From an optimization exercise on the open Yosys and OpenROAD flow, aimed at small area and a short achievable clock period; shortcuts taken in it are not production practice.
Only simulation tests tie the RTL to the original design; equivalence was not proved.
Power is estimated from default activity; no workload was simulated.

Design fadd_top, start of the top module:
module fadd_top(clk, a, b, z);
input clk;
input [31:0] a, b;
output [31:0] z;
wire [23:0] x_d, y_d;
wire cin_d, sa_d, snov_d;
wire [7:0] emax_d;
reg [23:0] x_q, y_q;
reg cin_q, sa_q, snov_q;
reg [7:0] emax_q;
fadd_align u_align(.a(a), .b(b), .x(x_d), .y(y_d), .cin(cin_d), .emax(emax_d),
                   .sa(sa_d), .snov(snov_d));
always @(posedge clk) begin
  x_q <= x_d;
  y_q <= y_d;
  cin_q <= cin_d;
  emax_q <= emax_d;
  sa_q <= sa_d;
  snov_q <= snov_d;
end
fadd_sum u_sum(.x(x_q), .y(y_q), .cin(cin_q), .emax(emax_q), .sa(sa_q),
               .snov(snov_q), .z(z));
endmodule
Size in the first run: about 610 cells after synthesis, about 59 flip-flops.
clock: 8.5 ns
lec_check: 0
cap_margin: 20
core_margin: 2
core_utilization: 55
cts_buf_list: sky130_fd_sc_hd__clkbuf_4
cts_cluster_size: 30
setup_slack_margin: 3.5
slew_margin: 20
standard.sh (not shown) runs the stock make flow with config.mk's settings and CLKGATE_MAP_FILE= SYNTH_SCRIPT=/design/flow/synth_recipe.tcl, a recipe that flattens the netlist after the stock synthesis.
==> flow/flow/run.sh <==
#!/bin/bash
# Standard ORFS layout (the standard.sh), with the I/O port buffers made
# from small buf_1 cells instead of the default clkdlybuf4s50_1 delay cells.
set -euo pipefail
export BUFFER_PORTS_ARGS="-buffer_cell sky130_fd_sc_hd__buf_1"
bash standard.sh > standard_flow.log 2>&1
Change:
- CTS_BUF_LIST: sky130_fd_sc_hd__clkbuf_4 -> unset
- CTS_CLUSTER_SIZE: 30 -> unset
- SETUP_SLACK_MARGIN: 3.5 -> 3.8
=> Worst setup slack gets better by 0.17 ns. Die area is unchanged. Clock-buffer cell count does not change. Total power went up by a little under a tenth. Wire length went up by a little under a tenth. Final area rises by a few percent. Area after synthesis stays the same. Sequential power is about the same. Final cell count goes up slightly.
Change:
- ABC_AREA: unset -> 1
- CORE_UTILIZATION: 55 -> 60
- SETUP_SLACK_MARGIN: 3.8 -> 3.7
Effect: The new run produced a clean layout. First-iteration DRC count increases by 29%. Utilization increases by 8.5 points. Count of clock-buffer cells in the layout increases by 2. Die area decreases by about 9%. Routed wire length increases by about 4.4%. Worst setup slack improved by 0.075 ns. Final cell count increases by 21%. Synthesized cell count increases by 29%.

---

## JK
The RTL this note starts from:
==> flow/design.v <==
module fadd_align(a, b, x, y, cin, emax, sa, snov);
input [31:0] a, b;
output [23:0] x, y;
output cin;
output [7:0] emax;
output sa;
output snov;
wire [7:0] ea = a[30:23];
wire [7:0] eb = b[30:23];
wire [7:0] g0 = eb & ~ea;
wire [7:0] e0 = ~(ea ^ eb);
wire [3:0] g1, e1;
wire [1:0] g2, e2;
genvar i;
generate for (i = 0; i < 4; i = i + 1) begin : c1
  assign g1[i] = g0[2*i+1] | (e0[2*i+1] & g0[2*i]);
  assign e1[i] = e0[2*i+1] & e0[2*i];
end endgenerate
generate for (i = 0; i < 2; i = i + 1) begin : c2
  assign g2[i] = g1[2*i+1] | (e1[2*i+1] & g1[2*i]);
  assign e2[i] = e1[2*i+1] & e1[2*i];
end endgenerate
wire b_gt = g2[1] | (e2[1] & g2[0]);
wire eq = e2[1] & e2[0];
wire [7:0] dab = ea - eb;
wire [7:0] dba = eb - ea;
wire [7:0] d = b_gt ? dba : dab;
wire [22:0] fl = b_gt ? b[22:0] : a[22:0];
wire [22:0] fs = b_gt ? a[22:0] : b[22:0];
wire sl = b_gt ? b[31] : a[31];
wire ss = b_gt ? a[31] : b[31];
assign emax = b_gt ? eb : ea;
wire big = |d[7:5];
wire [23:0] m0 = {1'b1, fs};
wire [23:0] t0 = d[0] ? {1'd0, m0[23:1]} : m0;
wire [23:0] t1 = d[1] ? {2'd0, t0[23:2]} : t0;
wire [23:0] t2 = d[2] ? {4'd0, t1[23:4]} : t1;
wire [23:0] t3 = d[3] ? {8'd0, t2[23:8]} : t2;
wire [23:0] t4 = d[4] ? {16'd0, t3[23:16]} : t3;
wire [23:0] S = big ? 24'd0 : t4;
wire szero = (d >= 8'd24);
assign cin = ss;
wire [22:0] orp;   
assign orp[0] = fl[0];
generate for (i = 1; i < 23; i = i + 1) begin : po
  assign orp[i] = orp[i-1] | fl[i];
end endgenerate
assign x[0] = fl[0];
assign x[22:1] = fl[22:1] ^ ({22{sl}} & orp[21:0]);
assign x[23] = ~(sl & orp[22]);
assign y = S ^ {24{ss}};
assign snov = eq ? (a[31] ^ b[31]) : sl;
assign sa = (szero & ss) ? snov : a[31];
endmodule
module fadd_sum(x, y, cin, emax, sa, snov, z);
input [23:0] x, y; input cin; input [7:0] emax; input sa, snov; output [31:0] z;
wire [24:0] g0, p0;
assign g0 = {x & y, cin};
assign p0 = {x ^ y, 1'b0};
wire gg0 = g0[1] | (p0[1] & g0[0]);
wire gg1 = g0[3] | (p0[3] & g0[2]);
wire pp1 = p0[3] & p0[2];
wire gg2 = g0[5] | (p0[5] & g0[4]);
wire pp2 = p0[5] & p0[4];
wire gg3 = g0[7] | (p0[7] & g0[6]);
wire pp3 = p0[7] & p0[6];
wire gg4 = g0[9] | (p0[9] & g0[8]);
wire pp4 = p0[9] & p0[8];
wire gg5 = g0[11] | (p0[11] & g0[10]);
wire pp5 = p0[11] & p0[10];
wire gg6 = g0[13] | (p0[13] & g0[12]);
wire pp6 = p0[13] & p0[12];
wire gg7 = g0[15] | (p0[15] & g0[14]);
wire pp7 = p0[15] & p0[14];
wire gg8 = g0[17] | (p0[17] & g0[16]);
wire pp8 = p0[17] & p0[16];
wire gg9 = g0[19] | (p0[19] & g0[18]);
wire pp9 = p0[19] & p0[18];
wire gg10 = g0[21] | (p0[21] & g0[20]);
wire pp10 = p0[21] & p0[20];
wire gg11 = g0[23] | (p0[23] & g0[22]);
wire pp11 = p0[23] & p0[22];
wire gg12 = g0[2] | (p0[2] & gg0);
wire gg13 = gg1 | (pp1 & gg0);
wire gg14 = g0[6] | (p0[6] & gg2);
wire pp14 = p0[6] & pp2;
wire gg15 = gg3 | (pp3 & gg2);
wire pp15 = pp3 & pp2;
wire gg16 = g0[10] | (p0[10] & gg4);
wire pp16 = p0[10] & pp4;
wire gg17 = gg5 | (pp5 & gg4);
wire pp17 = pp5 & pp4;
wire gg18 = g0[14] | (p0[14] & gg6);
wire pp18 = p0[14] & pp6;
wire gg19 = gg7 | (pp7 & gg6);
wire pp19 = pp7 & pp6;
wire gg20 = g0[18] | (p0[18] & gg8);
wire pp20 = p0[18] & pp8;
wire gg21 = gg9 | (pp9 & gg8);
wire pp21 = pp9 & pp8;
wire gg22 = g0[22] | (p0[22] & gg10);
wire pp22 = p0[22] & pp10;
wire gg23 = gg11 | (pp11 & gg10);
wire pp23 = pp11 & pp10;
wire gg24 = g0[4] | (p0[4] & gg13);
wire gg25 = gg2 | (pp2 & gg13);
wire gg26 = gg14 | (pp14 & gg13);
wire gg27 = gg15 | (pp15 & gg13);
wire gg28 = g0[12] | (p0[12] & gg17);
wire pp28 = p0[12] & pp17;
wire gg29 = gg6 | (pp6 & gg17);
wire pp29 = pp6 & pp17;
wire gg30 = gg18 | (pp18 & gg17);
wire pp30 = pp18 & pp17;
wire gg31 = gg19 | (pp19 & gg17);
wire pp31 = pp19 & pp17;
wire gg32 = g0[20] | (p0[20] & gg21);
wire pp32 = p0[20] & pp21;
wire gg33 = gg10 | (pp10 & gg21);
wire pp33 = pp10 & pp21;
wire gg34 = gg22 | (pp22 & gg21);
wire pp34 = pp22 & pp21;
wire gg35 = gg23 | (pp23 & gg21);
wire pp35 = pp23 & pp21;
wire gg36 = g0[8] | (p0[8] & gg27);
wire gg37 = gg4 | (pp4 & gg27);
wire gg38 = gg16 | (pp16 & gg27);
wire gg39 = gg17 | (pp17 & gg27);
wire gg40 = gg28 | (pp28 & gg27);
wire gg41 = gg29 | (pp29 & gg27);
wire gg42 = gg30 | (pp30 & gg27);
wire gg43 = gg31 | (pp31 & gg27);
wire gg44 = g0[24] | (p0[24] & gg35);
wire pp44 = p0[24] & pp35;
wire gg45 = g0[16] | (p0[16] & gg43);
wire gg46 = gg8 | (pp8 & gg43);
wire gg47 = gg20 | (pp20 & gg43);
wire gg48 = gg21 | (pp21 & gg43);
wire gg49 = gg32 | (pp32 & gg43);
wire gg50 = gg33 | (pp33 & gg43);
wire gg51 = gg34 | (pp34 & gg43);
wire gg52 = gg35 | (pp35 & gg43);
wire gg53 = gg44 | (pp44 & gg43);
wire [22:0] s;
assign s[0] = p0[1] ^ g0[0];
assign s[1] = p0[2] ^ gg0;
assign s[2] = p0[3] ^ gg12;
assign s[3] = p0[4] ^ gg13;
assign s[4] = p0[5] ^ gg24;
assign s[5] = p0[6] ^ gg25;
assign s[6] = p0[7] ^ gg26;
assign s[7] = p0[8] ^ gg27;
assign s[8] = p0[9] ^ gg36;
assign s[9] = p0[10] ^ gg37;
assign s[10] = p0[11] ^ gg38;
assign s[11] = p0[12] ^ gg39;
assign s[12] = p0[13] ^ gg40;
assign s[13] = p0[14] ^ gg41;
assign s[14] = p0[15] ^ gg42;
assign s[15] = p0[16] ^ gg43;
assign s[16] = p0[17] ^ gg45;
assign s[17] = p0[18] ^ gg46;
assign s[18] = p0[19] ^ gg47;
assign s[19] = p0[20] ^ gg48;
assign s[20] = p0[21] ^ gg49;
assign s[21] = p0[22] ^ gg50;
assign s[22] = p0[23] ^ gg51;
wire s24 = gg53;
assign z = {s24 ? sa : snov, emax, s};
endmodule
module float_adder(a, b, z);
input [31:0] a, b;
output [31:0] z;
wire [23:0] x, y;
wire cin, sa, snov;
wire [7:0] emax;
fadd_align u_align(.a(a), .b(b), .x(x), .y(y), .cin(cin), .emax(emax), .sa(sa),
                   .snov(snov));
fadd_sum u_sum(.x(x), .y(y), .cin(cin), .emax(emax), .sa(sa), .snov(snov), .z(z));
endmodule
module fadd_top(clk, a, b, z);
input clk;
input [31:0] a, b;
output [31:0] z;
wire [23:0] x_d, y_d;
wire cin_d, sa_d, snov_d;
wire [7:0] emax_d;
reg [23:0] x_q, y_q;
reg cin_q, sa_q, snov_q;
reg [7:0] emax_q;
fadd_align u_align(.a(a), .b(b), .x(x_d), .y(y_d), .cin(cin_d), .emax(emax_d),
                   .sa(sa_d), .snov(snov_d));
always @(posedge clk) begin
  x_q <= x_d;
  y_q <= y_d;
  cin_q <= cin_d;
  emax_q <= emax_d;
  sa_q <= sa_d;
  snov_q <= snov_d;
end
fadd_sum u_sum(.x(x_q), .y(y_q), .cin(cin_q), .emax(emax_q), .sa(sa_q),
               .snov(snov_q), .z(z));
endmodule
export LEC_CHECK = 0
export ABC_AREA = 1
export CAP_MARGIN = 20
export CORE_MARGIN = 2
export CORE_UTILIZATION = 55
export CTS_BUF_LIST = sky130_fd_sc_hd__clkbuf_4
export CTS_CLUSTER_SIZE = 30
export SETUP_SLACK_MARGIN = 3.5
export SLEW_MARGIN = 20
create_clock -name core_clock -period 8.5 [get_ports {clk}]
Scripts as last shown in full above: flow/flow/run.sh
The inputs of MS differ from those of JK as listed below.
==> flow/flow/run.sh <==
#!/bin/bash
# Standard ORFS layout (the standard.sh), with the I/O port buffers made
# from small buf_2 cells instead of the default clkdlybuf4s50_1 delay cells.
set -euo pipefail
export BUFFER_PORTS_ARGS="-buffer_cell sky130_fd_sc_hd__buf_2"
bash standard.sh > standard_flow.log 2>&1
==> flow/config.mk <==
export PLATFORM = sky130hd
export DESIGN_NAME = fadd_top
export DESIGN_NICKNAME = fadd_top
export VERILOG_FILES = /design/flow/design.v
export SDC_FILE = /design/flow/constraint.sdc
export NUM_CORES = 4
export LEC_CHECK = 0
export CAP_MARGIN = 20
export CORE_MARGIN = 2
export CORE_UTILIZATION = 70
export SETUP_SLACK_MARGIN = 3.5
export SLEW_MARGIN = 20
==> comparison <==
MS can be clocked slower than JK. MS ended up with a higher area share of xor/xnor cells in the synthesized design than JK did. Compared with JK, in MS total power draw decreased 5.9%; clock-pin slew on the worst setup and hold paths now sits lower; number of instances in the synthesized netlist has decreased; layout buffer count excluding clock buffers decreased 17%. Cmp MS vs JK: register fraction of the total cell area lower in MS. Delta (MS minus JK): number of standard cells in the layout, taps in and fillers out fell by about 22%, worst setup slack now sits lower.
## Diff of input files: AL against MS
==> flow/flow/run.sh <==
#!/bin/bash
# Standard ORFS layout (the standard.sh), with the I/O port buffers made
# from small buf_1 cells instead of the default clkdlybuf4s50_1 delay cells.
set -euo pipefail
export BUFFER_PORTS_ARGS="-buffer_cell sky130_fd_sc_hd__buf_1"
bash standard.sh > standard_flow.log 2>&1
-- flow/config.mk --
<<< MS, line 7
export LEC_CHECK = 0
export CAP_MARGIN = 20
export CORE_MARGIN = 2
export CORE_UTILIZATION = 70
export SETUP_SLACK_MARGIN = 3.5
export SLEW_MARGIN = 20
>>> AL, line 7
export LEC_CHECK = 0
export ABC_AREA = 1
export CAP_MARGIN = 20
export CORE_MARGIN = 2
export CORE_UTILIZATION = 60
export SETUP_SLACK_MARGIN = 3.6
export SLEW_MARGIN = 20
## What came out
MS vs AL, destination of the critical timing path: y_q[1] vs z[15]. Diff MS -> AL: placeable core region increased by about 15% relative to the old numbers, tap cell instance count increased by 6 relative to the old numbers, portion of the clock cycle consumed by the worst path in the final layout decreased by 2.4 points relative to the old numbers.
The inputs of TR differ from those of AL as listed below.
==> flow/flow/run.sh <==
#!/bin/bash
# Standard ORFS layout (the standard.sh), with the I/O port buffers made
# from small buf_2 cells instead of the default clkdlybuf4s50_1 delay cells.
set -euo pipefail
export BUFFER_PORTS_ARGS="-buffer_cell sky130_fd_sc_hd__buf_2"
bash standard.sh > standard_flow.log 2>&1
-- flow/config.mk --
<<< AL, line 7
export LEC_CHECK = 0
export ABC_AREA = 1
export CAP_MARGIN = 20
export CORE_MARGIN = 2
export CORE_UTILIZATION = 60
export SETUP_SLACK_MARGIN = 3.6
export SLEW_MARGIN = 20
>>> TR, line 7
export LEC_CHECK = 0
export CAP_MARGIN = 20
export CORE_MARGIN = 2
export CORE_UTILIZATION = 55
export SETUP_SLACK_MARGIN = 3.5
export SLEW_MARGIN = 20
Notes after the runs:
- Against AL, TR reports a sequential power that is lower.
- Going from AL to TR, core utilization now sits lower, proportion of cell area occupied by registers decreased 0.41 points.
- Of the two values seen for worst-path cell with the longest stage delay, sky130_fd_sc_hd__or3_4 was produced by TR and sky130_fd_sc_hd__fa_2 by AL.
#### Input delta (PW over TR)
==> flow/flow/run.sh <==
#!/bin/bash
# The standard ORFS layout (standard.sh, synthesis unchanged), except that
# the I/O ports are buffered with small buf_1 cells instead of the default
# clkdlybuf4s50_1 delay cells. Every input and output still gets its own
# buffer. The flow's output goes to standard_flow.log, and each ORFS step
# keeps its own log under orfs/logs/.
set -euo pipefail
export BUFFER_PORTS_ARGS="-buffer_cell sky130_fd_sc_hd__buf_1"
bash standard.sh > standard_flow.log 2>&1
-- flow/config.mk --
<<< TR, line 7
export LEC_CHECK = 0
export CAP_MARGIN = 20
export CORE_MARGIN = 2
export CORE_UTILIZATION = 55
export SETUP_SLACK_MARGIN = 3.5
export SLEW_MARGIN = 20
>>> PW, line 7
export LEC_CHECK = 0
export ABC_AREA = 1
export CAP_MARGIN = 20
export CORE_MARGIN = 2
export CORE_UTILIZATION = 65
export SETUP_SLACK_MARGIN = 3.6
export SLEW_MARGIN = 20
Findings:
Delta (PW minus TR): number of standard cells in the layout, taps in and fillers out went up by about 20%; global routing met1 resource utilization climbed 6.5 points. Looking at mux cell area share after synthesis, PW sits 20 points below TR. PW against TR: cell area went down about 2.4%, met3 wirelength from detailed routing +62%, mean post-synth cell area went down, net switching component of the power rose 26%.

## port drivers added, routing unchanged
Ports are ideal in the flow. The routed layouts listed here were re-timed in OpenROAD. Step 1, drivers: a clkbuf_16 drives clk and a buf_2 each remaining input, both assumed. Step 2 also shifts input and output timing later by t, the mid clock arrival at the registers, as if the neighbouring blocks saw the same clock. Slacks: ideal ports / drivers / drivers and shift; pairs: ideal ports / drivers.
| run | t, ns | slack for setup (ns) | worst slew at a driven data input, ns |
|---|---|---|---|
| the first run of note 1 | 0.456 | 3.491 / 3.459 / 3.347 | 0.04 |
| the second run of note 1 | 0.389 | 3.659 / 3.624 / 3.577 | 0.04 |
| the third run of note 1 | 0.373 | 3.735 / 3.700 / 3.500 | 0.04 |
| JK | 0.446 | 3.547 / 3.516 / 3.392 | 0.05 |
| MS | 0.378 | 3.519 / 3.525 / 3.147 | 0.04 |
| AL | 0.372 | 3.723 / 3.689 / 3.431 | 0.04 |
| TR | 0.378 | 3.595 / 3.560 / 3.314 | 0.04 |
| PW | 0.365 | 3.456 / 3.421 / 3.492 | 0.04 |
After both steps every run listed still meets setup and hold. For MS, which loses most, drivers alone change the setup slack by +0.006 ns; drivers and shift together by -0.372 ns.
